This design comes from an exercise in tuning for small area, a short achievable clock period and few clock cycles on the open sky130 flow, not from production work.
RTL that was checked went through simulation tests only; none was proved equivalent to the original.
Power figures rest on the tool's default switching activity, not on a simulated workload.

alpha:
// mult_accelerator
module mult_accelerator (
	input clk,
	output reg read_n,
	output reg write_n,
	output chipselect,
	input waitrequest,
	output [31:0] address,
	output [1:0] byteenable,
	input readdatavalid,
	input [15:0] readdata,
	output [15:0] writedata,
	input reset_n
);
Size in the first run: roughly 78 flip-flops, about 73 I/O pins, about 5100 um2 of cells after synthesis.
clock: 6.0 ns
lec_check: 0
cap_margin: 20
core_margin: 2
core_utilization: 40
place_density: 0.6
slew_margin: 20
run.sh (not shown) runs the stock make flow with config.mk's settings and CLKGATE_MAP_FILE= SYNTH_SCRIPT=/design/flow/synth_recipe.tcl, a recipe that flattens the netlist after the stock synthesis.
Inputs modified between alpha and beta:
- ABC_CLOCK_PERIOD_IN_PS now 2400, previously not set
- SETUP_SLACK_MARGIN now 3.6, previously not set
### Flow results
Max largest driver fanout on the critical path across alpha and beta: alpha
beta packs its core more tightly than alpha.
Higher share of post-route cells with drive strength above 1 goes to beta over alpha.
Function was not checked in any run of this note: the RTL went through the layout flow alone.

========
== main ==
Another version of the RTL of mult_accelerator (not shown whole).
For scale: ~110 flip-flops.
==> flow/config.mk <==
export PLATFORM = sky130hd
export DESIGN_NAME = mult_accelerator
export DESIGN_NICKNAME = mult_accelerator
export VERILOG_FILES = /design/flow/design.v
export SDC_FILE = /design/flow/constraint.sdc
export NUM_CORES = 4
export LEC_CHECK = 0
export CAP_MARGIN = 20
export CORE_MARGIN = 2
export CORE_UTILIZATION = 65
export CTS_BUF_LIST = sky130_fd_sc_hd__clkbuf_8
export PLACE_DENSITY = 0.75
export SETUP_SLACK_MARGIN = 3.8
export SLEW_MARGIN = 20
export BUFFER_PORTS_ARGS = -buffer_cell sky130_fd_sc_hd__buf_2
export CTS_ARGS = -sink_clustering_enable -repair_clock_nets -buf_list sky130_fd_sc_hd__clkbuf_8 -dont_use_dummy_load -sink_clustering_size 30 -sink_clustering_max_diameter 100
==> flow/constraint.sdc <==
create_clock -name core_clock -period 6.0 [get_ports {clk}]
set_input_delay 1.2000 -clock core_clock [delete_from_list [all_inputs] [get_ports {clk}]]
set_output_delay 1.2000 -clock core_clock [all_outputs]
set_load 0.01 [all_outputs]
standard.sh (not shown) runs the stock make flow with config.mk's settings and CLKGATE_MAP_FILE= SYNTH_SCRIPT=/design/flow/synth_recipe.tcl, a recipe that flattens the netlist after the stock synthesis.
==> flow/flow/run.sh <==
#!/bin/bash
# Standard layout, with plain buffers on the ports and a clock tree without
# dummy balancing loads.
set -e
cat >> config.mk <<'CFG'
export BUFFER_PORTS_ARGS = -buffer_cell sky130_fd_sc_hd__buf_2
export CTS_ARGS = -sink_clustering_enable -repair_clock_nets -buf_list sky130_fd_sc_hd__clkbuf_8 -dont_use_dummy_load -sink_clustering_size 30 -sink_clustering_max_diameter 100
CFG
bash standard.sh > standard.log 2>&1
main completed end to end with timing, DRC and antenna clean.
Testbench counts of main, summed over its fixed seeds: cycles 573,099.
> inputs changed (main -> the feature branch)
Settings: ABC_CLOCK_PERIOD_IN_PS now 2200, previously not set; CTS_ARGS no longer set, was -sink_clustering_enable -repair_clock_nets -buf_list sky130_fd_sc_hd__clkbuf_8 -dont_use_dummy_load -sink_clustering_size 30 -sink_clustering_max_diameter 100.
==> flow/flow/run.sh <==
#!/bin/bash
# Standard layout, with plain buffers on the ports.
set -e
echo 'export BUFFER_PORTS_ARGS = -buffer_cell sky130_fd_sc_hd__buf_2' >> config.mk
bash standard.sh > standard.log 2>&1
Findings:
- In the flow results for main and the feature branch, the total power is smaller on main.
- Between main and the feature branch, global routing usage on met2 is higher for the feature branch, main comes in under that.
- Diff the feature branch..main | initial core utilization | negligible
- There was hardly any difference in multi-input gate area in the final layout between main and the feature branch.
- Both conditions hold for the feature branch: the flow ran to the end and the final layout passed the timing, DRC and antenna checks.
- [the feature branch vs main] setup slack: lower in the feature branch
- The feature branch vs main, summed area of non-filler cells in the final layout went up by about 1.4%.
- As of the feature branch, number of global-route vias before repair had risen slightly compared to main.
- Comparing the feature branch against main, there is no change at all in sequential cell count.

==> re-timing with driven ports <==
In the flow no input, the clock included, has a driving cell. The finished layouts below were timed again as built, in two steps.
Step 1 sets driving cells, clkbuf_16 on the clock port and buf_2 on the other inputs (assumed; they add their load-dependent delay and slew).
Step 2 times the ports against the registers' clock, not the clock port: input delays grow and output delays shrink by t, the midpoint of the rising clock arrivals with the driver on.
Three values: no drivers, after step 1, after step 2; two values: the first two.
run | shift t [ns] | setup slack, ns | hold slack, ns | worst slew at a driven data input, ns
alpha | 0.383 | 1.683 / 1.643 / 1.767 | 0.455 / 0.455 / 0.455 | 0.04
beta | 0.385 | 2.321 / 2.279 / 2.297 | 0.451 / 0.451 / 0.451 | 0.05
main | 0.379 | 3.850 / 3.819 / 3.545 | 0.461 / 0.461 / 0.461 | 0.03
the feature branch | 0.393 | 3.843 / 3.811 / 3.520 | 0.462 / 0.462 / 0.462 | 0.04
After both steps setup and hold are still met in every run listed. The setup slack of the feature branch, which loses most, moves by -0.032 ns with the drivers and by -0.323 ns with both steps.
